Source: an optimization exercise on an open RTL-to-GDS flow (aim: small area and a short achievable clock period). Production flows keep margins and buffers that such runs may drop.
RTL that was checked went through simulation tests only; none was proved equivalent to the original.
No functional check of the RTL was part of run 1.

==> flow/design.v (outline; a module is shown in full before it is edited, if it fits) <==
// module Horner: 1252 lines
module Horner(input clk,
              input rst,
              input [31:0] x,
              input [31:0] cn,
              output wire [31:0] z);
  // ...
==> flow/flow/run.sh <==
#!/bin/bash
set -euo pipefail
R=orfs/results/$FLOW_PLATFORM/Horner/base
bash standard.sh synth > synth.log 2>&1
cp $R/1_2_yosys.v $R/1_2_yosys.std.v
python3 flow/mapnet.py "$FLOW_DESIGN" $R/1_2_yosys.map.v > mapnet.log 2>&1
regs() { grep -o 'dfxtp_1 \\[^ ]*' "$1" | sort; }
if [[ "$(regs $R/1_2_yosys.std.v)" == "$(regs $R/1_2_yosys.map.v)" ]]; then
  echo "registers match: using the mapped netlist" >> mapnet.log
  cp $R/1_2_yosys.map.v $R/1_2_yosys.v
else
  echo "registers differ: using the standard netlist" >> mapnet.log
  python3 flow/fixinv.py $R/1_2_yosys.std.v $R/1_2_yosys.v > fixinv.log 2>&1
fi
rm -f $R/1_synth.odb $R/1_synth.sdc
bash standard.sh finish > layout.log 2>&1
==> flow/flow/fixinv.py <==
#!/usr/bin/env python3
"""Remove the inverters that synthesis leaves between full adders.

A full adder is self-dual: FA(~a, ~b, ~c) = (~cout, ~sum).  Each full adder
may therefore be flipped (take complemented inputs, give complemented
outputs) without changing what the circuit computes.  This chooses flips
that minimise the inverters needed, removes the plain inverters and adds
back one inverter per signal that still needs its complement.

usage: fixinv.py IN.v OUT.v
"""
import re, sys, collections, os
NOXOR = os.environ.get("NOXOR") == "1"   # debugging: flip full adders only

INV = "sky130_fd_sc_hd__inv_1"
FA = re.compile(r"sky130_fd_sc_hd__fa_\d+$")
FA_IN, FA_OUT = ("A", "B", "CIN"), ("COUT", "SUM")
OUT_PINS = {"X", "Y", "Q", "Q_N", "SUM", "COUT", "HI", "LO"}

src = open(sys.argv[1]).read()
src = re.sub(r"\(\*.*?\*\)", "", src, flags=re.S)
m = re.search(r"\bmodule\b.*?\bendmodule\b", src, re.S)
body = m.group(0)

inst_re = re.compile(r"^\s*(sky130_fd_sc_hd__\w+)\s+(\S+)\s*\((.*?)\);\s*$", re.S | re.M)
pin_re = re.compile(r"\.(\w+)\(\s*([^()]*?)\s*\)")
cells = []
for im in inst_re.finditer(body):
    pins = [(p, n) for p, n in pin_re.findall(im.group(3))]
    cells.append({"type": im.group(1), "name": im.group(2), "pins": pins, "span": im.span()})

locked = set()
for am in re.finditer(r"^\s*assign\s+(.*?);", body, re.M | re.S):
    for tok in re.findall(r"\\\S+|[A-Za-z_][\w$]*(?:\s*\[\d+\])?", am.group(1)):
        locked.add(re.sub(r"\s+", "", tok))
for dm in re.finditer(r"^\s*(input|output|inout)\b(.*?);", body, re.M | re.S):
    for tok in re.findall(r"\\\S+|[A-Za-z_][\w$]*", dm.group(2)):
        locked.add(tok)
def base(n):
    return re.sub(r"\s*\[\d+\]$", "", n)
def is_locked(n):
    return n in locked or base(n) in locked

driver = {}
for c in cells:
    for p, n in c["pins"]:
        if p in OUT_PINS:
            driver[n] = (c, p)

# removable inverters: plain inverters whose nets are not locked
removable = set()
for c in cells:
    if c["type"] == INV:
        d = dict(c["pins"])
        if not is_locked(d["Y"]) and not is_locked(d["A"]):
            removable.add(c["name"])
inv_in = {}
for c in cells:
    if c["name"] in removable:
        d = dict(c["pins"])
        inv_in[d["Y"]] = d["A"]

def trace(n):
    p = 0
    while n in inv_in:
        n = inv_in[n]; p ^= 1
    return n, p

XO = re.compile(r"sky130_fd_sc_hd__x(n?)or2_(\d+)$")
fas = [c for c in cells if FA.match(c["type"]) or (XO.match(c["type"]) and not NOXOR)]
fa_idx = {c["name"]: i for i, c in enumerate(fas)}
flip = [0] * len(fas)
lockfa = [0] * len(fas)
root_fa = {}
for i, c in enumerate(fas):
    for p, n in c["pins"]:
        if p in FA_OUT or (p in ("X", "Y") and XO.match(c["type"])):
            root_fa[n] = i
            if is_locked(n):
                lockfa[i] = 1

# consumers: (cell index, pin index, root, parity, fa index or -1)
cons = []
by_root = collections.defaultdict(list)
fa_cons = collections.defaultdict(list)
for ci, c in enumerate(cells):
    if c["name"] in removable:
        continue
    for pi, (p, n) in enumerate(c["pins"]):
        if p in OUT_PINS or n == "" or n.startswith("1'"):
            continue
        r, par = trace(n)
        j = fa_idx.get(c["name"], -1) if (p in FA_IN and FA.match(c["type"])) else -1
        k = len(cons)
        cons.append((ci, pi, r, par, j))
        by_root[r].append(k)
        if j >= 0:
            fa_cons[j].append(k)

def need(k):
    ci, pi, r, par, j = cons[k]
    q = par
    if r in root_fa:
        q ^= flip[root_fa[r]]
    if j >= 0:
        q ^= flip[j]
    return q

def root_cost(r):
    return 1 if any(need(k) for k in by_root[r]) else 0

def fa_roots(i):
    rs = set(cons[k][2] for k in fa_cons[i])
    for p, n in fas[i]["pins"]:
        if p in FA_OUT or (p in ("X", "Y") and XO.match(fas[i]["type"])):
            rs.add(n)
    return rs

import random
random.seed(1)
before = sum(root_cost(r) for r in by_root)
order = [i for i in range(len(fas)) if not lockfa[i]]
cur = before
best = (cur, list(flip))
T = 1.0
for it in range(60000):
    i = random.choice(order)
    rs = fa_roots(i)
    old = sum(root_cost(r) for r in rs)
    flip[i] ^= 1
    new = sum(root_cost(r) for r in rs)
    d = new - old
    if d <= 0 or random.random() < pow(2.718, -d / T):
        cur += d
        if cur < best[0]:
            best = (cur, list(flip))
    else:
        flip[i] ^= 1
    T = max(0.05, T * 0.9999)
flip = best[1]
improved = True
passes = 0
while improved and passes < 50:
    improved = False; passes += 1
    for i in range(len(fas)):
        if lockfa[i]:
            continue
        rs = fa_roots(i)
        old = sum(root_cost(r) for r in rs)
        flip[i] ^= 1
        new = sum(root_cost(r) for r in rs)
        if new < old:
            improved = True
        else:
            flip[i] ^= 1
after = sum(root_cost(r) for r in by_root)

# rewrite
newpins = {ci: list(c["pins"]) for ci, c in enumerate(cells)}
invnet = {}
for k in range(len(cons)):
    ci, pi, r, par, j = cons[k]
    if need(k):
        if r not in invnet:
            invnet[r] = f"fixinv_{len(invnet)}"
        net = invnet[r]
    else:
        net = r
    p, _ = newpins[ci][pi]
    newpins[ci][pi] = (p, net)
# flipped full adders need no pin change: their outputs keep their nets,
# which now carry the complement, and consumers were resolved above.

out = []
pos = 0
for ci, c in enumerate(cells):
    s, e = c["span"]
    out.append(body[pos:s])
    pos = e
    if c["name"] in removable:
        continue
    pins = ",\n".join(f"    .{p}({n})" for p, n in newpins[ci])
    ty = c["type"]
    xm = XO.match(ty)
    if xm and c["name"] in fa_idx and flip[fa_idx[c["name"]]]:
        ty = f"sky130_fd_sc_hd__x{'' if xm.group(1) else 'n'}or2_{xm.group(2)}"
        opin = "X" if xm.group(1) else "Y"     # xor2 drives X, xnor2 drives Y
        pins = ",\n".join(f"    .{opin if p in ('X', 'Y') else p}({n})" for p, n in newpins[ci])
    out.append(f"  {ty} {c['name']} (\n{pins}\n  );\n")
rest = body[pos:]
extra = []
for r, n in invnet.items():
    extra.append(f"  wire {n};\n")
for r, n in invnet.items():
    extra.append(f"  {INV} {n}_cell (\n    .A({r}),\n    .Y({n})\n  );\n")
rest = rest.replace("endmodule", "".join(extra) + "endmodule", 1)
newbody = "".join(out) + rest
open(sys.argv[2], "w").write(src[:m.start()] + newbody + src[m.end():])
print(f"fixinv: {len(fas)} full adders/xors, {sum(flip)} flipped; "
      f"{len(removable)} inverters removed, {len(invnet)} added "
      f"(cost {before} -> {after}, {passes} passes)")
==> flow/flow/mapnet.py <==
#!/usr/bin/env python3
"""Map the generated Horner RTL (rtl/Horner1.v, written by gen/gen.py) straight
to sky130hd cells, one cell per operator of the RTL's structure: full and half
adders where the RTL has them, a22oi+xnor2 Booth selectors, a Kogge-Stone adder.
Registers keep the names and cell type the standard synthesis gives them
(\\<reg>$_DFF_P_, sky130_fd_sc_hd__dfxtp_1).

usage: mapnet.py RTL.v OUT.v"""
import re, sys

P = "sky130_fd_sc_hd__"
src = open(sys.argv[1]).read()
stmts = [s.strip() for s in re.sub(r"//[^\n]*", "", src).split(";")]

cells = []            # (type, instance, [(pin, net)])
alias = {}            # rtl name -> net
consts = {}           # rtl name -> constant value
nets = set()
regs = []             # (name, source)
counter = [0]

def net(s):
    s = s.strip()
    while s in alias:
        s = alias[s]
    m = re.match(r"(am|cq|acc)\[(\d+)\]$", s)
    if m:
        if m.group(1) == "acc":
            return net(f"acc_{m.group(2)}")
        return f"{m.group(1)}_{m.group(2)}"
    return s

def new(prefix="n"):
    counter[0] += 1
    return f"_{prefix}{counter[0]}_"

def cell(ty, pins):
    for p, n in pins:
        if not re.match(r"(x|cn|z)\[\d+\]$|clk$|rst$", n):
            nets.add(n)
    cells.append((P + ty, f"m{len(cells)}", pins))

# --- expression parsing with constant folding ---------------------------------
def tokens(e):
    return re.findall(r"1'b[01]|[A-Za-z_][\w]*(?:\[\d+\])?|[~&|^()]", e)

def parse(e):
    toks = tokens(e); pos = [0]
    def peek():
        return toks[pos[0]] if pos[0] < len(toks) else None
    def eat():
        pos[0] += 1; return toks[pos[0] - 1]
    def prim():
        t = eat()
        if t == "~":
            return ("not", prim())
        if t == "(":
            v = orr(); assert eat() == ")"; return v
        if t == "1'b0":
            return 0
        if t == "1'b1":
            return 1
        if t in consts:
            return consts[t]
        return t
    def band():
        v = prim()
        while peek() == "&":
            eat(); v = ("and", v, prim())
        return v
    def bxor():
        v = band()
        while peek() == "^":
            eat(); v = ("xor", v, band())
        return v
    def orr():
        v = bxor()
        while peek() == "|":
            eat(); v = ("or", v, bxor())
        return v
    v = orr(); assert pos[0] == len(toks), e
    return fold(v)

def fold(v):
    if not isinstance(v, tuple):
        return v
    if v[0] == "not":
        a = fold(v[1])
        return 1 - a if isinstance(a, int) else ("not", a)
    a, b = fold(v[1]), fold(v[2])
    if v[0] == "and":
        if a == 0 or b == 0: return 0
        if a == 1: return b
        if b == 1: return a
    if v[0] == "or":
        if a == 1 or b == 1: return 1
        if a == 0: return b
        if b == 0: return a
    if v[0] == "xor":
        if a == 0: return b
        if b == 0: return a
    return (v[0], a, b)

def emit(v, out=None):
    """Generic mapping of a folded expression; returns the net holding it."""
    if isinstance(v, str):
        n = net(v)
        if out is None:
            return n
        cell("buf_1", [("A", n), ("X", out)]); return out
    assert not isinstance(v, int), "constant"
    o = out or new()
    op = v[0]
    if op == "not":
        cell("inv_1", [("A", emit(v[1])), ("Y", o)]); return o
    # a | (b & c)  -> a21o
    if op == "or" and isinstance(v[2], tuple) and v[2][0] == "and":
        cell("a21o_1", [("A1", emit(v[2][1])), ("A2", emit(v[2][2])), ("B1", emit(v[1])), ("X", o)]); return o
    ty = {"and": "and2_1", "or": "or2_1", "xor": "xor2_1"}[op]
    cell(ty, [("A", emit(v[1])), ("B", emit(v[2])), ("X", o)])
    return o

def xor_tree(ins, out):
    ins = [net(i) for i in ins]
    while len(ins) > 2:
        o = new(); cell("xor2_1", [("A", ins[0]), ("B", ins[1]), ("X", o)])
        ins = ins[2:] + [o]
    cell("xor2_1", [("A", ins[0]), ("B", ins[1]), ("X", out)])

defs = {}
order = []
for s in stmts:
    m = re.match(r"(?:wire|assign)\s+(?:\[31:0\]\s+)?([\w\[\]]+)\s*=\s*(.*)$", s, re.S)
    if m:
        defs[m.group(1)] = m.group(2).strip(); order.append(m.group(1)); continue
    m = re.match(r"(?:always @\(posedge clk\) begin\s*)?(a\d+_\d+)\s*<=\s*(\S+)$", s)
    if m:
        regs.append((m.group(1), m.group(2)))

done = set()
for name in order:
    e = defs[name]
    if name in done:
        continue
    if name == "z":                       # assign z = acc
        continue
    if name in ("am", "cq"):              # X & {32{~rst}}
        srcn = e.split("&")[0].strip()
        if srcn == "acc":
            continue                       # after acc is mapped, below
        for k in range(32):
            s = net(f"acc[{k}]") if srcn == "acc" else f"cn[{k}]"
            cell("nor2b_1", [("A", "rst"), ("B_N", s), ("Y", f"{name}_{k}")])
        continue
    m = re.match(r"acc\[(\d+)\]$", name)
    if m:                                  # assign acc[k] = p ^ c
        k = int(m.group(1))
        v = parse(e)
        if isinstance(v, str):
            alias[f"acc_{k}"] = net(v)
        else:
            emit(v, f"z[{k}]"); alias[f"acc_{k}"] = f"z[{k}]"
        continue
    m = re.match(r"(fs|hs)(\d+)$", name)
    if m:                                  # full / half adder
        co = ("fc" if m.group(1) == "fs" else "hc") + m.group(2)
        ins = [t for t in tokens(e) if t not in "^"]
        if co in defs:
            if m.group(1) == "fs":
                cell("fa_1", [("A", net(ins[0])), ("B", net(ins[1])), ("CIN", net(ins[2])),
                              ("COUT", co), ("SUM", name)])
            else:
                cell("ha_1", [("A", net(ins[0])), ("B", net(ins[1])), ("COUT", co), ("SUM", name)])
            done.add(co)
        else:
            xor_tree(ins, name)
        continue
    if re.match(r"(fc|hc)\d+$", name):     # carry without its sum (never expected)
        emit(parse(e), name); continue
    m = re.match(r"one(\d+)$", name)
    if m:
        v = parse(e)
        if isinstance(v, str):
            alias[name] = net(v)
        else:
            cell("xor2_1", [("A", net(v[1])), ("B", net(v[2])), ("X", name)])
        continue
    m = re.match(r"two(\d+)$", name)
    if m:
        i = int(m.group(1))
        if i == 0:                         # b2 & ~b1
            v = parse(e)
            cell("nor2b_1", [("A", net(v[2][1])), ("B_N", net(v[1])), ("Y", name)])
        else:                              # two = ~(b1 ^ b0) & (b2 ^ b1) = nor(one, xnor(b2, b1))
            b2, b1 = f"x[{2*i+1}]", f"x[{2*i}]"
            t = new("tw")
            cell("xnor2_1", [("A", b2), ("B", b1), ("Y", t)])
            cell("nor2_1", [("A", net(f"one{i}")), ("B", t), ("Y", name)])
        continue
    m = re.match(r"neg(\d+)$", name)
    if m:
        i = int(m.group(1))
        v = parse(e)
        if isinstance(v, str):
            alias[name] = net(v)
        else:                              # b2 & ~(b1 & b0)
            cell("a21boi_0", [("A1", f"x[{2*i}]"), ("A2", f"x[{2*i-1}]"), ("B1_N", f"x[{2*i+1}]"), ("Y", name)])
        continue
    m = re.match(r"pp(\d+)_(\d+)$", name)
    if m:
        i, j = int(m.group(1)), int(m.group(2))
        y = new("sel")
        if j == 0:
            cell("nand2_1", [("A", net(f"one{i}")), ("B", net("am[0]")), ("Y", y)])
        else:
            cell("a22oi_1", [("A1", net(f"one{i}")), ("A2", net(f"am[{j}]")),
                             ("B1", net(f"two{i}")), ("B2", net(f"am[{j-1}]")), ("Y", y)])
        cell("xnor2_1", [("A", y), ("B", net(f"neg{i}")), ("Y", name)])
        continue
    m = re.match(r"p(\d+)$", name)
    if m:
        ins = [t for t in tokens(e) if t != "^"]
        if len(ins) > 2:
            xor_tree(ins, name); continue
    v = parse(e)
    if isinstance(v, int):
        consts[name] = v
    elif isinstance(v, str):
        alias[name] = net(v)
    else:
        emit(v, name)

if "am" in defs:
    for k in range(32):
        cell("nor2b_1", [("A", "rst"), ("B_N", net(f"acc[{k}]")), ("Y", f"am_{k}")])
for r, s in regs:
    cells.append((P + "dfxtp_1", f"\\{r}$_DFF_P_ ", [("CLK", "clk"), ("D", net(s)), ("Q", r)]))
    nets.add(r)
# outputs that ended up as aliases get a buffer
for k in range(32):
    n = net(f"acc_{k}")
    if n != f"z[{k}]":
        cell("buf_1", [("A", n), ("X", f"z[{k}]")])

o = ["module Horner(clk, rst, x, cn, z);", "  input clk;", "  input rst;", "  input [31:0] x;",
     "  input [31:0] cn;", "  output [31:0] z;"]
for n in sorted(nets):
    o.append(f"  wire {n};")
for ty, nm, pins in cells:
    o.append(f"  {ty} {nm} (" + ", ".join(f".{p}({n})" for p, n in pins) + ");")
o.append("endmodule")
open(sys.argv[2], "w").write("\n".join(o) + "\n")
print(f"mapnet: {len(cells)} cells, {len(regs)} registers")
==> flow/standard.sh <==
#!/bin/bash
# synth_recipe.tcl (not shown) runs the flow's synth.tcl, then flattens the netlist and writes it again
# the make line also repeats each setting of config.mk as NAME=value (left out here)
make -C /OpenROAD-flow-scripts/flow DESIGN_CONFIG=/design/flow/config.mk WORK_HOME=/design/flow/orfs CLKGATE_MAP_FILE= SYNTH_SCRIPT=/design/flow/synth_recipe.tcl "${@:-finish}"
==> flow/config.mk <==
export PLATFORM = sky130hd
export DESIGN_NAME = Horner
export DESIGN_NICKNAME = Horner
export VERILOG_FILES = /design/flow/design.v
export SDC_FILE = /design/flow/constraint.sdc
export NUM_CORES = 4
export LEC_CHECK = 0
export CAP_MARGIN = 20
export CORE_MARGIN = 2
export CORE_UTILIZATION = 60
export PLACE_DENSITY = 0.7
export SETUP_SLACK_MARGIN = 2.5
export SLEW_MARGIN = 20
==> flow/constraint.sdc <==
create_clock -name core_clock -period 8.5 [get_ports {clk}]
set_input_delay 1.7000 -clock core_clock [delete_from_list [all_inputs] [get_ports {clk}]]
set_output_delay 1.7000 -clock core_clock [all_outputs]
set_load 0.01 [all_outputs]
==> impl_results.md, run 1 <==
* Status: complete, no violations
* Fillers at 1,537
* Setup violators final at 0
* Seq Cell Count at 48
* Area after DPL at 0.0148 sq mm
* Critical hold path startpoint: a1_0$_DFF_P_
* Min-Delay Endpoint: a1_0$_DFF_P_
* TNS Setup at 0 ns
* Met3 Usage GRT at 0.0883
* Clk tree area frac at 0.0103
* Seq/total area at 0.0601
* Met1 Wirelength at 16,200 microns
* DR vias/cell at 6.62
* DP HPWL at 31,900 microns
* Top Ports at 98
* Post-route cell area at 0.0160 sq mm
* Repair and plain buffers at 210
* Worst-Margin Slew at 1.03 ns
* Cts hold-fix bufs at 0
* Crit path from: x[27]
* Reg2Reg Depth at 16
* FF+latch area at 961 sq um
* Clk Latency, worst-skew pair at 0.31 ns
* Synth Net Count at 1,539
* Inverters at 0
* Rows at 53
==> run 2, diff against run 1 <==
--- a/flow/design.v
+++ b/flow/design.v
@@ -46,16 +46,17 @@
     reg  a28_0;
     reg  a28_1;
     reg  a29_0;
     reg  a29_1;
     reg  a30_0;
     reg  a30_1;
     reg  a31_0;
     reg  a31_1;
+    reg  a31_2;
     wire [31:0] acc;
     wire [31:0] cq = cn & {32{~rst}};
     assign z = acc;
     wire [31:0] am = acc & {32{~rst}};
     wire p6 = a6_0 ^ a6_1;
     wire g6 = a6_0 & a6_1;
     wire p10 = a10_0 ^ a10_1;
     wire g10 = a10_0 & a10_1;
@@ -80,17 +81,17 @@
     wire p27 = a27_0 ^ a27_1;
     wire g27 = a27_0 & a27_1;
     wire p28 = a28_0 ^ a28_1;
     wire g28 = a28_0 & a28_1;
     wire p29 = a29_0 ^ a29_1;
     wire g29 = a29_0 & a29_1;
     wire p30 = a30_0 ^ a30_1;
     wire g30 = a30_0 & a30_1;
-    wire p31 = a31_0 ^ a31_1;
+    wire p31 = a31_0 ^ a31_1 ^ a31_2;
     wire G1_1 = 1'b0 | (a1_0 & 1'b0);
     wire G1_2 = 1'b0 | (a2_0 & 1'b0);
     wire P1_2 = a2_0 & a1_0;
     wire G1_3 = 1'b0 | (a3_0 & 1'b0);
     wire P1_3 = a3_0 & a2_0;
     wire G1_4 = 1'b0 | (a4_0 & 1'b0);
     wire P1_4 = a4_0 & a3_0;
     wire G1_5 = 1'b0 | (a5_0 & 1'b0);
@@ -1174,36 +1175,35 @@
     wire t3 = pp10_11 ^ pp9_13;
     wire t4 = t0 ^ pp8_15;
     wire t5 = pp3_25 ^ pp4_23;
     wire t6 = pp2_27 ^ pp1_29;
     wire t7 = pp0_31 ^ pp5_21;
     wire t8 = pp6_19 ^ pp7_17;
     wire t9 = t1 ^ t2;
     wire t10 = t3 ^ t4;
-    wire t11 = t5 ^ fc226;
-    wire t12 = t6 ^ t7;
-    wire t13 = t8 ^ t9;
-    wire t14 = fc227 ^ t10;
-    wire t15 = fc228 ^ t11;
-    wire t16 = t12 ^ fc229;
-    wire t17 = fc230 ^ t13;
-    wire t18 = fc231 ^ t14;
-    wire t19 = t15 ^ t16;
-    wire t20 = t17 ^ t18;
-    wire t21 = fc232 ^ t19;
-    wire t22 = fc233 ^ t20;
-    wire t23 = fc234 ^ t21;
-    wire t24 = t22 ^ t23;
-    wire t25 = fc235 ^ fc236;
-    wire t26 = t24 ^ t25;
-    wire t27 = fc237 ^ t26;
-    wire t28 = fc238 ^ t27;
-    wire t29 = t28 ^ fc239;
-    wire t30 = t29 ^ fc240;
+    wire t11 = t5 ^ t6;
+    wire t12 = t7 ^ t8;
+    wire t13 = t9 ^ t10;
+    wire t14 = t11 ^ t12;
+    wire t15 = t13 ^ t14;
+    wire t16 = fc226 ^ fc227;
+    wire t17 = fc228 ^ fc229;
+    wire t18 = fc230 ^ fc231;
+    wire t19 = t16 ^ t17;
+    wire t20 = t18 ^ fc232;
+    wire t21 = t19 ^ fc233;
+    wire t22 = fc234 ^ t20;
+    wire t23 = t21 ^ t22;
+    wire t24 = fc235 ^ fc236;
+    wire t25 = t23 ^ t24;
+    wire t26 = fc237 ^ t25;
+    wire t27 = fc238 ^ t26;
+    wire t28 = t27 ^ fc239;
+    wire t29 = t28 ^ fc240;
     always @(posedge clk) begin
         a0_0 <= fs0;
         a1_0 <= fs1;
         a2_0 <= fs3;
         a3_0 <= fs5;
         a4_0 <= fs8;
         a5_0 <= fs11;
         a6_0 <= hs0;
@@ -1241,12 +1241,13 @@
         a27_0 <= hc10;
         a27_1 <= hs11;
         a28_0 <= hc11;
         a28_1 <= hs12;
         a29_0 <= hc12;
         a29_1 <= hs13;
         a30_0 <= hc13;
         a30_1 <= hs14;
-        a31_0 <= t30;
-        a31_1 <= hc14;
+        a31_0 <= t15;
+        a31_1 <= t29;
+        a31_2 <= hc14;
     end
 endmodule
--- a/flow/flow/run.sh
+++ b/flow/flow/run.sh
@@ -8,9 +8,11 @@
 if [[ "$(regs $R/1_2_yosys.std.v)" == "$(regs $R/1_2_yosys.map.v)" ]]; then
   echo "registers match: using the mapped netlist" >> mapnet.log
   cp $R/1_2_yosys.map.v $R/1_2_yosys.v
 else
   echo "registers differ: using the standard netlist" >> mapnet.log
   python3 flow/fixinv.py $R/1_2_yosys.std.v $R/1_2_yosys.v > fixinv.log 2>&1
 fi
 rm -f $R/1_synth.odb $R/1_synth.sdc
+# port buffers: plain buffers rather than the delay cells buffer_ports picks by default
+export BUFFER_PORTS_ARGS="-buffer_cell sky130_fd_sc_hd__buf_1"
 bash standard.sh finish > layout.log 2>&1
--- a/flow/flow/mapnet.py
+++ b/flow/flow/mapnet.py
@@ -10,16 +10,17 @@
 
 P = "sky130_fd_sc_hd__"
 src = open(sys.argv[1]).read()
 stmts = [s.strip() for s in re.sub(r"//[^\n]*", "", src).split(";")]
 
 cells = []            # (type, instance, [(pin, net)])
 alias = {}            # rtl name -> net
 consts = {}           # rtl name -> constant value
+OWN_ADDER = True      # build the adder of the register bits here, in alternating polarity
 nets = set()
 regs = []             # (name, source)
 counter = [0]
 
 def net(s):
     s = s.strip()
     while s in alias:
         s = alias[s]
@@ -133,17 +134,104 @@
     m = re.match(r"(?:wire|assign)\s+(?:\[31:0\]\s+)?([\w\[\]]+)\s*=\s*(.*)$", s, re.S)
     if m:
         defs[m.group(1)] = m.group(2).strip(); order.append(m.group(1)); continue
     m = re.match(r"(?:always @\(posedge clk\) begin\s*)?(a\d+_\d+)\s*<=\s*(\S+)$", s)
     if m:
         regs.append((m.group(1), m.group(2)))
 
 done = set()
+CPA_NAMES = re.compile(r"(p\d+|g\d+|G\d+_\d+|P\d+_\d+|acc\[\d+\])$")
+
+def build_adder():
+    """acc = sum of the register bits a<k>_<i> (weight 2**k): Kogge-Stone
+    carries in alternating polarity (aoi/oai, nand/nor), xor/xnor sums."""
+    W = 32
+    bycol = [[] for _ in range(W)]
+    for r, _ in regs:
+        k = int(re.match(r"a(\d+)_", r).group(1))
+        bycol[k].append(r)
+    inv_cache = {}
+    def pol(sig, want_inv):
+        n, inv = sig
+        if inv == want_inv:
+            return n
+        if n not in inv_cache:
+            o = new("iv"); cell("inv_1", [("A", n), ("Y", o)]); inv_cache[n] = o
+        return inv_cache[n]
+    p = [None] * W; g = [None] * W
+    for k in range(W):
+        rb = bycol[k]
+        if not rb:
+            continue
+        if len(rb) == 1:
+            p[k] = (rb[0], False)
+        elif k == W - 1:
+            o = new("p"); xor_tree(rb, o); p[k] = (o, False)
+        else:
+            assert len(rb) == 2
+            o = new("p"); cell("xor2_1", [("A", rb[0]), ("B", rb[1]), ("X", o)]); p[k] = (o, False)
+            o = new("g"); cell("nand2_1", [("A", rb[0]), ("B", rb[1]), ("Y", o)]); g[k] = (o, True)
+    G = list(g); Pp = list(p)
+    d = 1
+    while d < W - 1:
+        nG = list(G); nP = list(Pp)
+        for k in range(d, W - 1):
+            j = k - d
+            if Pp[k] is not None and G[j] is not None:
+                if G[k] is None:                 # G = P & G'
+                    sigs = [Pp[k], G[j]]
+                    inv = sum(s[1] for s in sigs) * 2 > len(sigs)
+                    o = new("G")
+                    if not inv:
+                        cell("nand2_1", [("A", pol(Pp[k], False)), ("B", pol(G[j], False)), ("Y", o)]); nG[k] = (o, True)
+                    else:
+                        cell("nor2_1", [("A", pol(Pp[k], True)), ("B", pol(G[j], True)), ("Y", o)]); nG[k] = (o, False)
+                else:                            # G = G | P & G'
+                    sigs = [G[k], Pp[k], G[j]]
+                    inv = sum(s[1] for s in sigs) * 2 > len(sigs)
+                    o = new("G")
+                    if not inv:
+                        cell("a21oi_1", [("A1", pol(Pp[k], False)), ("A2", pol(G[j], False)), ("B1", pol(G[k], False)), ("Y", o)]); nG[k] = (o, True)
+                    else:
+                        cell("o21ai_0", [("A1", pol(Pp[k], True)), ("A2", pol(G[j], True)), ("B1", pol(G[k], True)), ("Y", o)]); nG[k] = (o, False)
+            if j >= d and Pp[k] is not None:     # group propagate still needed
+                if Pp[j] is None:
+                    nP[k] = None
+                else:
+                    sigs = [Pp[k], Pp[j]]
+                    inv = sum(s[1] for s in sigs) * 2 > len(sigs)
+                    o = new("P")
+                    if not inv:
+                        cell("nand2_1", [("A", pol(Pp[k], False)), ("B", pol(Pp[j], False)), ("Y", o)]); nP[k] = (o, True)
+                    else:
+                        cell("nor2_1", [("A", pol(Pp[k], True)), ("B", pol(Pp[j], True)), ("Y", o)]); nP[k] = (o, False)
+        G, Pp = nG, nP
+        d *= 2
+    for k in range(W):
+        c = G[k - 1] if k > 0 else None
+        if p[k] is None and c is None:
+            raise SystemExit("constant sum bit")
+        if c is None:
+            alias[f"acc_{k}"] = pol(p[k], False)
+        elif p[k] is None:
+            alias[f"acc_{k}"] = pol(c, False)
+        else:
+            pn = pol(p[k], False)
+            if c[1]:
+                cell("xnor2_1", [("A", pn), ("B", c[0]), ("Y", f"z[{k}]")])
+            else:
+                cell("xor2_1", [("A", pn), ("B", c[0]), ("X", f"z[{k}]")])
+            alias[f"acc_{k}"] = f"z[{k}]"
+
+if OWN_ADDER:
+    build_adder()
 for name in order:
+    if OWN_ADDER and CPA_NAMES.match(name):
+        continue
     e = defs[name]
     if name in done:
         continue
     if name == "z":                       # assign z = acc
         continue
     if name in ("am", "cq"):              # X & {32{~rst}}
         srcn = e.split("&")[0].strip()
         if srcn == "acc":
==> run 2 against run 1 <==
Net effect:
- largest cell class unchanged
- clock-buffer cell count increased by 1
- register-to-register slack got worse by 0.07 ns
- die area decreased by 1.7%
- global-route usage decreased by 1.8 points
- non-clock buffer count decreased by 25
- core utilization decreased by 5.2 points
- critical path depth unchanged
- still clean
==> impl_results.md, run 2 <==
* First-pass GRT wire length at 63,700 microns
* Critical path type: input port to register
* Nature of the critical path startpoint: input port
* Fmax at 168 MHz
* DRT Pass-1 Iters at 7
* Clk sinks at 49
* Initial Util at 0.609
* RR Endpoint: a30_1$_DFF_P_
* DR vias at 10,900
* Max Cap Viol at 0
* Die Wd at 150 microns
* Cells along the critical path: buf_2 -> xor2_4 -> nor2_4 -> buf_4 -> a22oi_1 -> xnor2_1 -> fa_1 -> fa_1 -> fa_1 -> fa_1 -> fa_1 -> ha_1
* Syn_area_per_cell at 10.1 sq um
* Routed WL at 41,800 microns
* Nets at 1,773
* Critical Path RT at 8.69 ns
* Synth Net Count at 1,584 (+2.9%)
* Final count of hold timing violations at 0
* Max Slew Vio Count at 0
* TNS Setup at 0 ns (unchanged)
* N_diodes at 0
* Synth Warn # at 1
* Worst setup EP type: register
* H-tree level count at 2
* Setup violators final at 0 (unchanged)
* ANT nets after route at 0
* Clock transition at path regs at 0.07 ns
* GRT Residual Overflow at 0
* Min-Delay Endpoint: a0_0$_DFF_P_
* Synthesized instance count at 1,262
* Fillers at 1,683 (+9.5%)
* Rows at 53 (unchanged)
* FF+latch area at 981 sq um (+2.1%)
* Worst hold path stage count at 5
* Top Ports at 98 (unchanged)
* Die height at 150 microns
* GPL Wtd Cong at 0.963
* Critical hold path startpoint: a0_0$_DFF_P_
* TritonCTS buffer count at 5
* CP most frequent cell: fa_1
* Gr usage total at 0.379
* DP HPWL at 32,000 microns (+0.32%)
* Reg2Reg Depth at 17 (+1)
* Routed len/inst at 24.2 microns
* Most frequent cells in the layout: xnor2_1, a22oi_1, fa_1
* Largest net degree at the start of global routing at 34
* Worst-Margin Slew at 0.948 ns (-0.0848 ns)
* Most common cell after layout, fill and taps aside: xnor2_1
* Drc violations at 0
* CP Data Arrival Time at 6.14 ns
* Unrepaired setup endpoints after global routing: yes
* Final period util at 0.700
* Full die area at 0.0224 sq mm
* Cts hold-fix bufs at 0 (unchanged)
* Status: complete, no violations
* Final min period at 5.95 ns
* Clock skew at 0.00738 ns
* CTS max path bufs at 2
* Number of port buffers at 97
* Core Region at 0.0209 sq mm
* Vias in the first global route at 11,300
* Reg2Reg Launch Point: a23_1$_DFF_P_
* CP max stage delay at 0.53 ns
* DR vias/cell at 6.34 (-4.3%)
* Max-slew headroom at 0.362
* Clk Latency, worst-skew pair at 0.29 ns (-0.02 ns)
* Area of the multi-input gates at 0.0119 sq mm
* Ratio of cells with drive above 1 in the final layout at 0.105
* Initial antenna violation count at 0
* Crit-path max FO at 20
* Synthesized area at 0.0127 sq mm
* Critical path's slowest cell: fa_1
* TritonCTS clock tree: yes
* Area delta synth->final at 15.9%
* R2r setup slk at 2.66 ns
* Root Driver: clkbuf_16
* Drt initial violations at 1,233
* Class of the worst hold path: register to register
==> run 2: changes by cell type in the layout (fill, tap and decap cells not counted), sizes merged, moves of 32 or more <==
cell	delta
and2	-95
a21o	-70
clkdlybuf4s50	-70
buf	+69
nand2	+61
inv	+44
o21ai	+39
nor2	+32
==> run 2: worst max-delay path, delay by kind of cell <==
family                     cells  cell delay (ns)
AOI/OAI and AO/OA              1             0.10
and+or+nand+nor                1             0.49
adders and majority gates      6             2.70
buffers and inverters          2             0.57
xor gates and xnor gates       2             0.54
==> run 2: area by class of cell <==
class,count,share of cell area
Clock buffer,7,0.0104
Inverter,44,0.0112
Timing Repair Buffer,185,0.0786
Multi-Input combinational cell,1166,0.810
Tap cell,275,0.0233
Clock inverter,1,0.000339
Sequential cell,49,0.0665
==> run 2: stage by stage <==
| step | cells | hold WS [ns] | cell area (sq um) | utilization | setup WS [ns] |
|---|---|---|---|---|---|
| after floorplan | 1262 | 0.974 | 12900 | - | 2.46 |
| after global placement | 1686 | 1.32 | 14000 | 0.672 | 1.77 |
| final | 1727 | 1.23 | 14700 | 0.706 | 2.55 |
| after CTS | 1700 | 1.21 | 14400 | 0.690 | 2.47 |
| after detailed placement | 1686 | 1.34 | 14000 | 0.672 | 1.65 |
| after global routing | 1727 | 1.28 | 14700 | 0.706 | 2.44 |
==> run 2: worst max path at each step <==
stage | startpoint | endpoint | slack, ns | depth (start not counted)
after CTS | x[1] | a30_1$_DFF_P_ | 2.47 | 13
after detailed placement | rst | a15_0$_DFF_P_ | 1.65 | 12
after global routing | a13_0$_DFF_P_ | a30_1$_DFF_P_ | 2.44 | 19
after global placement | rst | a15_0$_DFF_P_ | 1.77 | 12
final | x[2] | a30_1$_DFF_P_ | 2.55 | 12
after floorplan | rst | a30_1$_DFF_P_ | 2.46 | 10
==> run 2: repair_timing <==
item	4_1_cts	5_1_grt
gates cloned	3	1
setup buffers	3	25
pin swaps	4	3
gates resized for setup	31	19
setup endpoints to repair	34	18
==> run 2: layer usage <==
metal	part of all wire	GRT usage
met1	0.38	0.485
met2	0.48	0.621
met3	0.10	0.0960
met4	0.040	0.148
met5	0	0
==> run 3, diff against run 2 <==
--- a/flow/flow/run.sh
+++ b/flow/flow/run.sh
@@ -16,3 +16,3 @@
 # port buffers: plain buffers rather than the delay cells buffer_ports picks by default
-export BUFFER_PORTS_ARGS="-buffer_cell sky130_fd_sc_hd__buf_1"
+export BUFFER_PORTS_ARGS="-buffer_cell sky130_fd_sc_hd__buf_2"
 bash standard.sh finish > layout.log 2>&1
--- a/flow/config.mk
+++ b/flow/config.mk
@@ -11,3 +11,3 @@
 export PLACE_DENSITY = 0.7
-export SETUP_SLACK_MARGIN = 2.5
+export SETUP_SLACK_MARGIN = 3
 export SLEW_MARGIN = 20
==> run 3 against run 2 <==
Net effect:
- cell count is 8.5% higher
- area after synthesis stayed put
- highest routed layer is now met5
- sequential cell count stayed put
- die area stayed put
- non-clock buffer count is 135 higher
- via count is 21% higher
- critical path type unchanged
- fmax is 4.1% higher
==> impl_results.md, run 3 <==
* Core Region at 0.0209 sq mm (unchanged)
* Nature of the critical path startpoint: input port
* Max Slew Vio Count at 0 (unchanged)
* Worst hold slack at 1.08 ns (-0.147 ns)
* CP Data Arrival Time at 5.90 ns (-0.24 ns)
* Drc violations at 0 (unchanged)
* Met3 Usage GRT at 0.160 (+0.0640)
* Number of port buffers at 97 (unchanged)
* Area delta synth->final at 38.7%
* Vias in the first global route at 13,400 (+19%)
* Post-route cell area at 0.0176 sq mm (+20%)
* Max Cap Viol at 0 (unchanged)
* GRT Max-Usage Layer: met2
* Die Wd at 150 microns (unchanged)
* DR vias at 13,300 (+21%)
* DR vias/cell at 7.09 (+12%)
* Setup ws final at 2.78 ns (+0.233 ns)
* Drt initial violations at 2,005 (+63%)
* Met2 Usage GRT at 0.749 (+0.128)
* CP most frequent cell: fa_1
* Setup violators final at 0 (unchanged)
* CTS max path bufs at 2 (unchanged)
* Worst setup EP type: register
* Fmax at 175 MHz (+4.1%)
* Max-slew headroom at 0.529 (+0.166)
* Initial antenna violation count at 0 (unchanged)
* Clock skew at 0.00865 ns (+0.00127 ns)
* Met1 Track Usage GR at 0.589 (+0.104)
* Gr usage total at 0.491 (+0.112)
* Clk Latency, worst-skew pair at 0.31 ns (+0.02 ns)
* Synth Net Count at 1,584 (unchanged)
* Top Ports at 98 (unchanged)
* Cts hold-fix bufs at 0 (unchanged)
* Clk sinks at 49 (unchanged)
* Reg2Reg Launch Point: a10_0$_DFF_P_
* ANT nets after route at 0 (unchanged)
* Status: complete, no violations
* CP max stage delay at 0.72 ns (+0.19 ns)
* H-tree level count at 2 (unchanged)
* Buffers & Inverters on Critical Path at 1 (-1)
* DRT Pass-1 Iters at 7 (unchanged)
* FF+latch area at 981 sq um (unchanged)
* Crit-path max FO at 12 (-40%)
* Critical Path RT at 8.68 ns (about the same)
* Fillers at 1,145 (-32%)
* Full die area at 0.0224 sq mm (unchanged)
* Class of the worst hold path: register to register
* Critical hold path startpoint: a0_0$_DFF_P_
* TNS Setup at 0 ns (unchanged)
* Worst-Margin Slew at 0.705 ns (-0.243 ns)
* Nets at 1,919 (+8.2%)
* Most common cell after layout, fill and taps aside: xnor2_1
* Synth Warn # at 1 (unchanged)
* Final count of hold timing violations at 0 (unchanged)
* Root Driver: clkbuf_16
* Clock transition at path regs at 0.08 ns (about the same)
* TritonCTS clock tree: yes
* Routed len/inst at 31.0 microns (+28%)
* Most frequent cells in the layout: xnor2_1, a22oi_1, fa_1
* Syn_area_per_cell at 10.1 sq um (unchanged)
* Area of the multi-input gates at 0.0129 sq mm (+8.1%)
* Area after DPL at 0.0143 sq mm (+2.0%)
* Crit-path leading delay family: adder cells
* Synthesized instance count at 1,262 (unchanged)
* Unrepaired setup endpoints after global routing: yes
* Rows at 53 (unchanged)
* Routed WL at 58,000 microns (+39%)
* GPL Wtd Cong at 0.972 (+0.92%)
* First-pass GRT wire length at 80,200 microns (+26%)
* Crit path from: rst
* Largest net degree at the start of global routing at 35 (+2.9%)
* Critical path's slowest cell: fa_1
* GRT Residual Overflow at 0 (unchanged)
* Critical path type: input port to register
* Final min period at 5.72 ns (-0.233 ns)
* Cells along the critical path: clkbuf_16 -> nor2b_4 -> a22oi_1 -> xnor2_1 -> fa_1 -> fa_1 -> fa_1 -> fa_1 -> fa_1 -> ha_1
* Die height at 150 microns (unchanged)
* Initial Util at 0.609 (unchanged)
* Place WS at 1.99 ns (+0.341 ns)
* Ratio of cells with drive above 1 in the final layout at 0.298 (+0.194)
* DP HPWL at 31,000 microns (-3.2%)
* Final period util at 0.673 (-0.0274)
* Synthesized area at 0.0127 sq mm (unchanged)
* TritonCTS buffer count at 5 (unchanged)
## run 3: cell count changes in the layout (fill, tap and decap cells not counted), moves of 18 or more
| cell | delta |
|---|---|
| xnor2_1 | -22 |
| buf_2 | +72 |
| fa_2 | +18 |
| buf_4 | +90 |
| nor2b_4 | +23 |
| buf_12 | +49 |
| buf_1 | -92 |
| fa_1 | -18 |
## run 3: worst paths after layout
| kind | cells after the start | slack, ns | to |
|---|---|---|---|
| setup / recovery | 10 | 2.78 | a22_0$_DFF_P_ |
| hold / removal | 5 | 1.08 | a0_0$_DFF_P_ |
| setup reg to reg | 17 | 2.88 | a26_1$_DFF_P_ |
| hold reg to reg | 5 | 1.08 | a0_0$_DFF_P_ |
## run 3: through the flow
stage | cells | util
floorplan | 1262 | -
global placement | 1655 | 0.686
detailed placement | 1655 | 0.686
CTS | 1826 | 0.802
global route | 1873 | 0.845
finish | 1874 | 0.845
## run 3: worst min-delay path, delay by kind of cell (launching register included)
family	cells	cell delay [ns]
simple gates	2	0.24
flops	1	0.31
buf+inv	1	0.22
fa+ha+maj	1	0.15
xor+xnor	1	0.13
## run 3: what timing repair did
action / in CTS / in global routing
buffers inserted: 147 / 44
resized for setup: 80 / 99
cloned: 16 / 3
endpoints found under the setup margin: 37 / 28
pin swaps: 29 / 35
## run 3: layout make-up
cell class | count | share of cell area
inverter | 44 | 0.00936
sequential | 49 | 0.0556
timing repair buffer | 320 | 0.174
clock inverter | 2 | 0.00213
antenna | 1 | 0.000142
tap | 275 | 0.0195
clock buffer | 6 | 0.00787
multi-input combinational | 1177 | 0.732
## run 3: per-layer routing
metal / part of all wire / vias to the layer above / routed length, microns
met5: 0.0010 / - / 60
met4: 0.10 / 2 / 6000
met3: 0.15 / 484 / 8820
met2: 0.42 / 1386 / 24700
met1: 0.32 / 6346 / 18500
li1: - / 5060 / -
==> run 4, diff against run 3 <==
--- a/flow/config.mk
+++ b/flow/config.mk
@@ -11,3 +11,3 @@
 export PLACE_DENSITY = 0.7
-export SETUP_SLACK_MARGIN = 3
+export SETUP_SLACK_MARGIN = 2.2
 export SLEW_MARGIN = 20
==> run 4 against run 3 <==
Net effect:
- first-iteration DRC count fell by 38%
- sequential share of layout area rose by 1.3 points
- cell area decreased by 19%
- via count down 18%
- global-route usage down 11 points
- critical path depth is 2 higher
- routed wire length shrank 30%
- critical path type unchanged
==> impl_results.md, run 4 <==
* Drc violations at 0 (unchanged)
* DP HPWL at 31,100 microns (+0.51%)
* Vias in the first global route at 11,400 (-15%)
* Initial Util at 0.609 (unchanged)
* Routed WL at 40,900 microns (-30%)
* Class of the worst hold path: register to register
* N_diodes at 0 (-1)
* Max Slew Vio Count at 0 (unchanged)
* DR vias at 10,800 (-18%)
* Core Region at 0.0209 sq mm (unchanged)
* Synthesized area at 0.0127 sq mm (unchanged)
* GPL Wtd Cong at 0.932 (-4.1%)
* Crit-path max FO at 20 (+8)
* Status: complete, no violations
* TritonCTS clock tree: yes
* Fmax at 163 MHz (-6.9%)
* Clk Latency, worst-skew pair at 0.32 ns (about the same)
* CTS max path bufs at 2 (unchanged)
* Syn_area_per_cell at 10.1 sq um (unchanged)
* H-tree level count at 2 (unchanged)
* Routed len/inst at 24.1 microns (-22%)
* First-pass GRT wire length at 64,200 microns (-20%)
* DRT Pass-1 Iters at 7 (unchanged)
* Post-CTS Setup Inserts at 0 (-100%)
* Number of port buffers at 97 (unchanged)
* Cells along the critical path: buf_2 -> nor2b_2 -> buf_4 -> a22oi_1 -> xnor2_1 -> fa_1 -> fa_1 -> fa_1 -> fa_1 -> fa_1 -> ha_1 -> ha_1
* Largest net degree at the start of global routing at 34 (-2.9%)
* Clock skew at 0.0154 ns (+0.00673 ns)
* Max Cap Viol at 0 (unchanged)
* Final min period at 6.14 ns (+0.426 ns)
* DR vias/cell at 6.39 (-9.8%)
* Ratio of cells with drive above 1 in the final layout at 0.138 (-0.160)
* Worst-Margin Slew at 1.01 ns (+0.303 ns)
* Max-slew headroom at 0.326 (-0.202)
* Synth Warn # at 1 (unchanged)
* Setup violators final at 0 (unchanged)
* Gr usage total at 0.380 (-0.110)
* CP Data Arrival Time at 6.34 ns (+0.44 ns)
* Final period util at 0.723 (+0.0502)
* Area delta synth->final at 12.5%
* ANT nets after route at 0 (unchanged)
* Critical path type: input port to register
* Clk sinks at 49 (unchanged)
* Nature of the critical path startpoint: input port
* Die height at 150 microns (unchanged)
* Initial antenna violation count at 0 (unchanged)
* Worst hold slack at 1.09 ns (+0.00900 ns)
* Final count of hold timing violations at 0 (unchanged)
* Full die area at 0.0224 sq mm (unchanged)
* Most frequent cells in the layout: xnor2_1, a22oi_1, fa_1
* Top Ports at 98 (unchanged)
* Synthesized instance count at 1,262 (unchanged)
* Synth Net Count at 1,584 (unchanged)
* Rows at 53 (unchanged)
* Critical path's slowest cell: nor2b_2
* CP max stage delay at 0.69 ns (-0.03 ns)
* Critical Path RT at 8.70 ns (+0.02 ns)
* Drt initial violations at 1,240 (-38%)
* CP most frequent cell: fa_1
* Nets at 1,741 (-9.3%)
* Die Wd at 150 microns (unchanged)
* Unrepaired setup endpoints after global routing: no
* Most common cell after layout, fill and taps aside: xnor2_1
* Worst setup EP type: register
* TritonCTS buffer count at 5 (unchanged)
* Clock transition at path regs at 0.09 ns (about the same)
* GRT Residual Overflow at 0 (unchanged)
* TNS Setup at 0 ns (unchanged)
* Root Driver: clkbuf_16
[run 4: what timing repair did]
action,4_1_cts,5_1_grt
endpoints found under the setup margin,7,13
hold buffers,0,0
resized for setup,2,10
[run 4: worst paths after layout]
path | to | depth (start not counted) | slack, ns | from
max | a26_1$_DFF_P_ | 12 | 2.36 | x[1]
min | a0_0$_DFF_P_ | 5 | 1.09 | a0_0$_DFF_P_
max reg2reg | a30_1$_DFF_P_ | 17 | 2.51 | a6_1$_DFF_P_
min reg2reg | a0_0$_DFF_P_ | 5 | 1.09 | a0_0$_DFF_P_
[run 4: layer usage]
metal  GRT usage  part of all wire  up-vias
met5           0                 0        -
met2       0.602              0.45      745
met4       0.117             0.028        0
met3       0.110              0.12       98
met1       0.509              0.40     5309
li1            -                 -     4678
[run 4: area by class of cell]
cell class | count | area (sq um)
inverters | 44 | 165
clock buffers | 5 | 125
repair buffers | 157 | 936
flip-flops and latches | 49 | 981
fillers | 1733 | 6570
multi-input cells | 1162 | 11700
well taps | 275 | 344
clock inverters | 3 | 26.3
[run 4: stage by stage]
| step | setup WS (ns) | area [sq um] | utilization | std cells |
|---|---|---|---|---|
| 2_1_floorplan | 2.15 | 12800 | - | 1262 |
| 3_3_place_gp | 1.92 | 14100 | 0.676 | 1687 |
| 3_5_place_dp | 1.85 | 14100 | 0.676 | 1687 |
| 4_1_cts | 2.22 | 14300 | 0.683 | 1695 |
| 5_1_grt | 2.21 | 14300 | 0.685 | 1695 |
| 6_report | 2.36 | 14300 | 0.685 | 1695 |
[run 4: critical path, delay by kind of cell]
family / cells / cell delay [ns]
buffers and inverters: 2 / 0.85
xor gates and xnor gates: 1 / 0.22
AOI/OAI and AO/OA: 1 / 0.16
and+or+nand+nor: 1 / 0.69
adders and majority gates: 7 / 2.72
==> run 5, diff against run 4 <==
--- a/flow/config.mk
+++ b/flow/config.mk
@@ -11,3 +11,3 @@
 export PLACE_DENSITY = 0.7
-export SETUP_SLACK_MARGIN = 2.2
+export SETUP_SLACK_MARGIN = 2.7
 export SLEW_MARGIN = 20
==> run 5 against run 4 <==
Net effect:
- fmax is 6.2% higher
- clock-buffer cell count is 2 higher
- largest cell class unchanged
- sequential share of layout area is 0.56 points lower
- synthesized cell count stayed put
- core utilization is 6.2 points higher
- highest routed layer is now met5
- critical path depth stayed put
==> impl_results.md, run 5 <==
* Status: complete, no violations
* Max Slew Vio Count at 0 (unchanged)
* Largest net degree at the start of global routing at 34 (unchanged)
* Number of port buffers at 97 (unchanged)
* Core Region at 0.0209 sq mm (unchanged)
* Synth Warn # at 1 (unchanged)
* Setup violators final at 0 (unchanged)
* First-pass GRT wire length at 68,700 microns (+7.0%)
* Drc violations at 0 (unchanged)
* CP Data Arrival Time at 5.98 ns (-0.36 ns)
* Worst hold slack at 1.10 ns (+0.0101 ns)
* CTS max path bufs at 2 (unchanged)
* DRT Pass-1 Iters at 7 (unchanged)
* ANT nets after route at 0 (unchanged)
* Critical path type: input port to register
* Top Ports at 98 (unchanged)
* Root Driver: clkbuf_16
* TritonCTS clock tree: yes
* Routed WL at 46,200 microns (+13%)
* Crit-path max FO at 13 (-35%)
* Rows at 53 (unchanged)
* Clock transition at path regs at 0.07 ns (-0.02 ns)
* Worst-Margin Slew at 1.07 ns (+0.0664 ns)
* Clock skew at 0.00769 ns (-0.00770 ns)
* Area delta synth->final at 22.6%
* Cts hold-fix bufs at 0 (unchanged)
* TritonCTS buffer count at 5 (unchanged)
* Syn_area_per_cell at 10.1 sq um (unchanged)
* Vias in the first global route at 11,800 (+3.5%)
* Die Wd at 150 microns (unchanged)
* Clk sinks at 49 (unchanged)
* Synthesized instance count at 1,262 (unchanged)
* Fmax at 173 MHz (+6.2%)
* Initial antenna violation count at 1 (+1)
* Routed len/inst at 26.2 microns (+8.6%)
* Initial Util at 0.609 (unchanged)
* Synthesized area at 0.0127 sq mm (unchanged)
* DR vias at 11,600 (+7.3%)
* Max-slew headroom at 0.280 (-0.0468)
* GPL Wtd Cong at 0.966 (+3.6%)
* Drt initial violations at 1,312 (+5.8%)
* H-tree level count at 2 (unchanged)
* Unrepaired setup endpoints after global routing: yes
* Gr usage total at 0.414 (+0.0336)
* Max Cap Viol at 0 (unchanged)
* Nature of the critical path startpoint: input port
* Die height at 150 microns (unchanged)
* TNS Setup at 0 ns (unchanged)
* Final min period at 5.79 ns (-0.358 ns)
* Final count of hold timing violations at 0 (unchanged)
* Worst setup EP type: register
* Class of the worst hold path: register to register
* Final period util at 0.681 (-0.0421)
* GRT Residual Overflow at 0 (unchanged)
* DR vias/cell at 6.59 (+3.1%)
* DP HPWL at 32,000 microns (+2.8%)
* Post-Layout Cell Count at 1,765 (+4.1%)
* Most frequent cells in the layout: xnor2_1, a22oi_1, fa_1
* Ratio of cells with drive above 1 in the final layout at 0.205 (+0.0668)
* Post-Place Cells at 1,675 (-0.71%)
* Nets at 1,810 (+4.0%)
* Critical Path RT at 8.69 ns (about the same)
* Full die area at 0.0224 sq mm (unchanged)
* Clk Latency, worst-skew pair at 0.30 ns (-0.02 ns)
* Most common cell after layout, fill and taps aside: xnor2_1
* Synth Net Count at 1,584 (unchanged)
* Util after Layout at 0.747 (+0.0615)
run 5: final timing paths:
path | end | start | slack (ns) | cells after the start
max | a30_1$_DFF_P_ | x[6] | 2.71 | 12
min | a0_0$_DFF_P_ | a0_0$_DFF_P_ | 1.10 | 4
max reg2reg | a30_1$_DFF_P_ | a23_0$_DFF_P_ | 2.86 | 19
min reg2reg | a0_0$_DFF_P_ | a0_0$_DFF_P_ | 1.10 | 4
run 5: timing repair:
item / CTS / global route
endpoints found under the setup margin: 33 / 23
buffers inserted: 28 / 44
gates resized for setup: 39 / 46
cloned: 8 / 1
pin swaps: 7 / 7
run 5: metal layers:
layer	global-route usage	wire [microns]	up-vias
met1	0.529	16800	5710
li1	-	-	4835
met3	0.105	5410	202
met4	0.202	2590	2
met2	0.657	21300	875
met5	0.0227	45	-
run 5: layout make-up:
type | count | area, sq um
repair buffers | 217 | 1660
well taps | 275 | 344
diodes | 1 | 2.50
clock buffers | 7 | 153
flip-flops and latches | 49 | 981
fillers | 1555 | 5290
multi-input cells | 1171 | 12300
inverters | 44 | 165
clock inverters | 1 | 5.00
run 5: per-stage QoR:
stage / setup WS, ns / instance area [sq um]
after detailed placement: 1.77 / 14200
after CTS: 2.68 / 14900
after floorplan: 2.70 / 13000
final: 2.71 / 15600
after global placement: 1.87 / 14200
after global routing: 2.63 / 15600
run 5: worst max-delay path: stages:
cell and delay (ns):
buf_2 0.27, xnor2_2 0.22, nor2_4 0.49, a22oi_1 0.19
xnor2_1 0.20, fa_1 0.43, fa_1 0.43, fa_1 0.42
fa_1 0.40, fa_1 0.52, fa_1 0.41, ha_1 0.28
==> run 6, diff against run 5 <==
--- a/flow/config.mk
+++ b/flow/config.mk
@@ -11,3 +11,3 @@
 export PLACE_DENSITY = 0.7
-export SETUP_SLACK_MARGIN = 2.7
+export SETUP_SLACK_MARGIN = 2.5
 export SLEW_MARGIN = 20
==> run 6 against run 5 <==
Net effect:
- critical path type unchanged
- critical endpoint is now a26_1$_DFF_P_
- largest cell class unchanged
- sequential share of layout area up 0.38 points
- clock skew increased by 0.0019 ns
- synthesized cell count unchanged
- critical path depth unchanged
==> impl_results.md, run 6 <==
* Top Ports at 98 (unchanged)
* Full die area at 0.0224 sq mm (unchanged)
* First-pass GRT wire length at 64,200 microns (-6.6%)
* Drt initial violations at 1,034 (-21%)
* Ratio of cells with drive above 1 in the final layout at 0.159 (-0.0457)
* Final min period at 5.87 ns (+0.0832 ns)
* TNS Setup at 0 ns (unchanged)
* TritonCTS clock tree: yes
* TritonCTS buffer count at 5 (unchanged)
* DRT Pass-1 Iters at 8 (+1)
* Fmax at 170 MHz (-1.4%)
* Critical Path RT at 8.69 ns (about the same)
* Synthesized instance count at 1,262 (unchanged)
* Drc violations at 0 (unchanged)
* Most frequent cells in the layout: xnor2_1, a22oi_1, fa_1
* Syn_area_per_cell at 10.1 sq um (unchanged)
* Clk Latency, worst-skew pair at 0.31 ns (about the same)
* Max Cap Viol at 0 (unchanged)
* Critical path type: input port to register
* Synth Warn # at 1 (unchanged)
* CP most frequent cell: fa_1
* Gr usage total at 0.385 (-0.0294)
* Final count of hold timing violations at 0 (unchanged)
* Most common cell after layout, fill and taps aside: xnor2_1
* Final period util at 0.690 (+0.00979)
* Nature of the critical path startpoint: input port
* N_diodes at 0 (-1)
* Unrepaired setup endpoints after global routing: yes
* Worst hold slack at 1.31 ns (+0.210 ns)
* Status: complete, no violations
* DP HPWL at 31,600 microns (-1.1%)
* Clock skew at 0.00957 ns (+0.00188 ns)
* CP max stage delay at 0.54 ns (+0.02 ns)
* H-tree level count at 2 (unchanged)
* Die height at 150 microns (unchanged)
* Max-slew headroom at 0.332 (+0.0525)
* Routed len/inst at 24.7 microns (-5.7%)
* Root Driver: clkbuf_16
* Setup violators final at 0 (unchanged)
* Clock transition at path regs at 0.07 ns (about the same)
* Number of port buffers at 97 (unchanged)
* GPL Wtd Cong at 0.975 (+0.94%)
* Die Wd at 150 microns (unchanged)
* Initial antenna violation count at 0 (-1)
* GRT Residual Overflow at 0 (unchanged)
* Class of the worst hold path: register to register
* Worst-Margin Slew at 0.993 ns (-0.0814 ns)
* Area delta synth->final at 15.6%
* Worst setup EP type: register
* Util after Layout at 0.704 (-0.0429)
* Initial Util at 0.609 (unchanged)
* Nets at 1,755 (-3.0%)
* Largest net degree at the start of global routing at 34 (unchanged)
* Critical path's slowest cell: nor2b_4
* Cells along the critical path: buf_2 -> nor2b_4 -> buf_4 -> a22oi_1 -> xnor2_1 -> fa_1 -> fa_1 -> fa_1 -> fa_1 -> fa_1 -> ha_1 -> ha_1
* ANT nets after route at 0 (unchanged)
* Synthesized area at 0.0127 sq mm (unchanged)
* Vias in the first global route at 11,200 (-5.5%)
* Routed WL at 42,200 microns (-8.8%)
* Rows at 53 (unchanged)
* CP Data Arrival Time at 6.06 ns (+0.08 ns)
* Max Slew Vio Count at 0 (unchanged)
* Core Region at 0.0209 sq mm (unchanged)
* DR vias at 10,800 (-6.9%)
* CTS max path bufs at 2 (unchanged)
* Synth Net Count at 1,584 (unchanged)
* Crit-path max FO at 33 (+20)
* DR vias/cell at 6.33 (-3.8%)
* Clk sinks at 49 (unchanged)
==> run 6: cell type report <==
type                    count  area [sq um]
multi-input cells        1165         12000
well taps                 275           344
clock buffers               5           125
clock inverters             2          35.0
fillers                  1738          6180
flip-flops and latches     49           981
repair buffers            168          1090
inverters                  44           165
==> run 6: critical path: cells and delay by family <==
| kind | cells | cell delay, ns |
|---|---|---|
| AOI/OAI and AO/OA | 1 | 0.12 |
| xor gates and xnor gates | 1 | 0.22 |
| adders and majority gates | 7 | 2.74 |
| buffers and inverters | 2 | 0.71 |
| and+or+nand+nor | 1 | 0.54 |
==> run 6: worst paths after layout <==
check                start            end  slack (ns)  cells after the start
max reg2reg  a25_0$_DFF_P_  a30_1$_DFF_P_        2.71                     17
max                   x[0]  a26_1$_DFF_P_        2.63                     12
min           a0_0$_DFF_P_   a0_0$_DFF_P_        1.31                      5
min reg2reg   a0_0$_DFF_P_   a0_0$_DFF_P_        1.31                      5
==> run 6: per-layer routing <==
| layer | up-vias | part of all wire | GRT usage |
|---|---|---|---|
| li1 | 4705 | - | - |
| met1 | 5358 | 0.39 | 0.497 |
| met2 | 650 | 0.48 | 0.631 |
| met3 | 106 | 0.096 | 0.0771 |
| met4 | 0 | 0.041 | 0.165 |
| met5 | - | 0 | 0 |
==> run 6: per-stage QoR <==
step	worst slack, ns	cell area (sq um)	instances
6_report	2.63	14700	1708
4_1_cts	2.50	14400	1692
3_5_place_dp	1.80	14200	1683
5_1_grt	2.47	14700	1708
2_1_floorplan	2.46	12900	1262
3_3_place_gp	1.80	14100	1682
==> run 6: what timing repair did <==
action	CTS	global route
endpoints found under the setup margin	29	21
resized for setup	23	30
hold buffers	0	0
setup buffers	1	14
gates cloned	1	2
pin swaps	3	4
==> run 7, diff against run 6 <==
--- a/flow/config.mk
+++ b/flow/config.mk
@@ -9,4 +9,4 @@
 export CORE_MARGIN = 2
-export CORE_UTILIZATION = 60
-export PLACE_DENSITY = 0.7
+export CORE_UTILIZATION = 65
+export PLACE_DENSITY = 0.75
 export SETUP_SLACK_MARGIN = 2.5
==> run 7 against run 6 <==
Net effect:
- still clean on timing, DRC and antenna
- core utilization up 5.6 points
- fmax down 1.6%
- synthesized cell count unchanged
- cell count down 0.64%
- largest cell class unchanged
- sequential cell count unchanged
- critical path depth up 1
- global-route usage up 3.4 points
- area after synthesis unchanged
- hold slack worse by 0.053 ns
==> impl_results.md, run 7 <==
* Util after Layout at 0.760 (+0.0556)
* CTS max path bufs at 2 (unchanged)
* Fmax at 168 MHz (-1.6%)
* Ratio of cells with drive above 1 in the final layout at 0.157 (-0.00198)
* Synthesized instance count at 1,262 (unchanged)
* Worst setup EP type: register
* Cts hold-fix bufs at 0 (unchanged)
* Critical hold path startpoint: a0_0$_DFF_P_
* DR vias/cell at 6.63 (+4.6%)
* Synth Warn # at 1 (unchanged)
* Unrepaired setup endpoints after global routing: yes
* Critical Path RT at 8.70 ns (about the same)
* Synth Net Count at 1,584 (unchanged)
* Final min period at 5.96 ns (+0.0948 ns)
* Number of port buffers at 97 (unchanged)
* H-tree level count at 2 (unchanged)
* Worst-Margin Slew at 0.971 ns (-0.0224 ns)
* Rows at 51 (-3.8%)
* Most frequent cells in the layout: xnor2_1, a22oi_1, fa_1
* RR Endpoint: a30_1$_DFF_P_
* CP most frequent cell: fa_1
* Routed WL at 42,800 microns (+1.5%)
* Most common cell after layout, fill and taps aside: xnor2_1
* Root Driver: clkbuf_16
* Clk Latency, worst-skew pair at 0.31 ns (about the same)
* Critical path's slowest cell: fa_1
* Full die area at 0.0207 sq mm (-7.5%)
* Crit-path max FO at 17 (-48%)
* Final period util at 0.702 (+0.0112)
* Cells along the critical path: buf_2 -> xor2_4 -> nor2_4 -> buf_4 -> a22oi_1 -> xnor2_1 -> fa_1 -> fa_1 -> fa_1 -> fa_1 -> fa_1 -> fa_1 -> ha_1
* Clock transition at path regs at 0.07 ns (about the same)
* Drt initial violations at 1,275 (+23%)
* Nature of the critical path startpoint: input port
* Critical path type: input port to register
* R2r setup slk at 2.62 ns (-0.09 ns)
* Setup violators final at 0 (unchanged)
* N_diodes at 0 (unchanged)
* GPL Wtd Cong at 0.989 (+1.4%)
* Drc violations at 0 (unchanged)
* Status: complete, no violations
* Largest net degree at the start of global routing at 36 (+5.9%)
* Nets at 1,753 (-0.11%)
* Die Wd at 144 microns (-3.8%)
* Area delta synth->final at 15.4%
* Worst hold path stage count at 5 (unchanged)
* DRT Pass-1 Iters at 6 (-2)
* Fillers at 1,404 (-19%)
* First-pass GRT wire length at 64,700 microns (+0.80%)
* TritonCTS clock tree: yes
* Final count of hold timing violations at 0 (unchanged)
* DP HPWL at 31,000 microns (-1.9%)
* Clk sinks at 49 (unchanged)
* Vias in the first global route at 11,600 (+3.9%)
* Reg2Reg Depth at 17 (unchanged)
* Top Ports at 98 (unchanged)
* GRT Residual Overflow at 0 (unchanged)
* Core Region at 0.0193 sq mm (-7.4%)
* Area of the multi-input gates at 0.0119 sq mm (-0.17%)
* Clock skew at 0.00836 ns (-0.00121 ns)
* Max-slew headroom at 0.351 (+0.0192)
* DR vias at 11,200 (+3.9%)
* Max Slew Vio Count at 0 (unchanged)
* Class of the worst hold path: register to register
* Min-Delay Endpoint: a0_0$_DFF_P_
* Max Cap Viol at 0 (unchanged)
* FF+latch area at 981 sq um (unchanged)
* ANT nets after route at 0 (unchanged)
* Reg2Reg Launch Point: a23_1$_DFF_P_
-- run 7: through the flow --
stage | hold WS (ns) | setup WS [ns] | cell area, sq um
6_report | 1.26 | 2.54 | 14700
3_5_place_dp | 1.22 | 1.62 | 14100
3_3_place_gp | 1.19 | 1.65 | 14100
5_1_grt | 1.26 | 2.45 | 14700
4_1_cts | 1.22 | 2.51 | 14400
2_1_floorplan | 0.974 | 2.46 | 12900
-- run 7: worst max path at each step --
stage,slack (ns),to,startpoint
after floorplan,2.46,a30_1$_DFF_P_,rst
after global placement,1.65,a15_0$_DFF_P_,rst
after detailed placement,1.62,a28_1$_DFF_P_,rst
after CTS,2.51,a30_1$_DFF_P_,x[1]
after global routing,2.45,a30_1$_DFF_P_,x[2]
final,2.54,a30_1$_DFF_P_,x[2]
-- run 7: cell type report --
class                   instances  area share
clock buffers                   7      0.0104
clock inverters                 1    0.000341
well taps                     265      0.0226
multi-input cells            1165       0.814
inverters                      44      0.0112
repair buffers                166      0.0751
flip-flops and latches         49      0.0668
-- run 7: what timing repair did --
item                                    in CTS  in global routing
gates cloned                                 0                  3
endpoints found under the hold margin        0                  0
gates resized for setup                     23                 25
pin swaps                                    1                  5
buffers inserted                             4                 11
endpoints found under the setup margin      35                 19
-- run 7: layer usage --
layer	GRT usage	vias to the layer above	wire length (microns)
met2	0.648	862	19800
met1	0.545	5501	15900
met4	0.237	0	2340
met3	0.0936	173	4750
met5	0	-	0
li1	-	4709	-
-- run 7: worst max-delay path, delay by kind of cell --
kind	cells	cell delay [ns]
AO/OA/AOI/OAI	1	0.12
XOR/XNOR	2	0.48
adder cells (fa/ha/maj)	7	2.97
buffers and inverters	2	0.52
AND/OR/NAND/NOR	1	0.36

==> separate check: timing with driven ports <==
In the flow no input, the clock included, has a driving cell. The finished layouts below were timed again as built, in two steps.
Step 1: set_driving_cell puts a clkbuf_16 on clk and a buf_2 on each other input, an assumption about the parent block.
Step 2 also shifts input and output timing later by t, the mid clock arrival at the registers, as if the neighbouring blocks saw the same clock.
Three values: ideal, step 1, step 2; two values: the first two.
| run | shift t [ns] | slack for setup (ns) | worst register clock-pin slew, ns |
|---|---|---|---|
| run 1 | 0.349 | 2.604 / 2.622 / 2.273 | 0.08 / 0.08 |
| run 2 | 0.335 | 2.550 / 2.573 / 2.239 | 0.07 / 0.07 |
| run 3 | 0.344 | 2.783 / 2.648 / 2.305 | 0.08 / 0.08 |
| run 4 | 0.354 | 2.356 / 2.377 / 2.022 | 0.09 / 0.09 |
| run 5 | 0.339 | 2.714 / 2.732 / 2.393 | 0.07 / 0.07 |
| run 6 | 0.349 | 2.631 / 2.653 / 2.304 | 0.07 / 0.07 |
| run 7 | 0.350 | 2.536 / 2.558 / 2.207 | 0.08 / 0.08 |
After both steps every run listed still meets setup and hold. For run 3, which loses most, drivers alone change the setup slack by -0.135 ns; drivers and shift together by -0.478 ns.
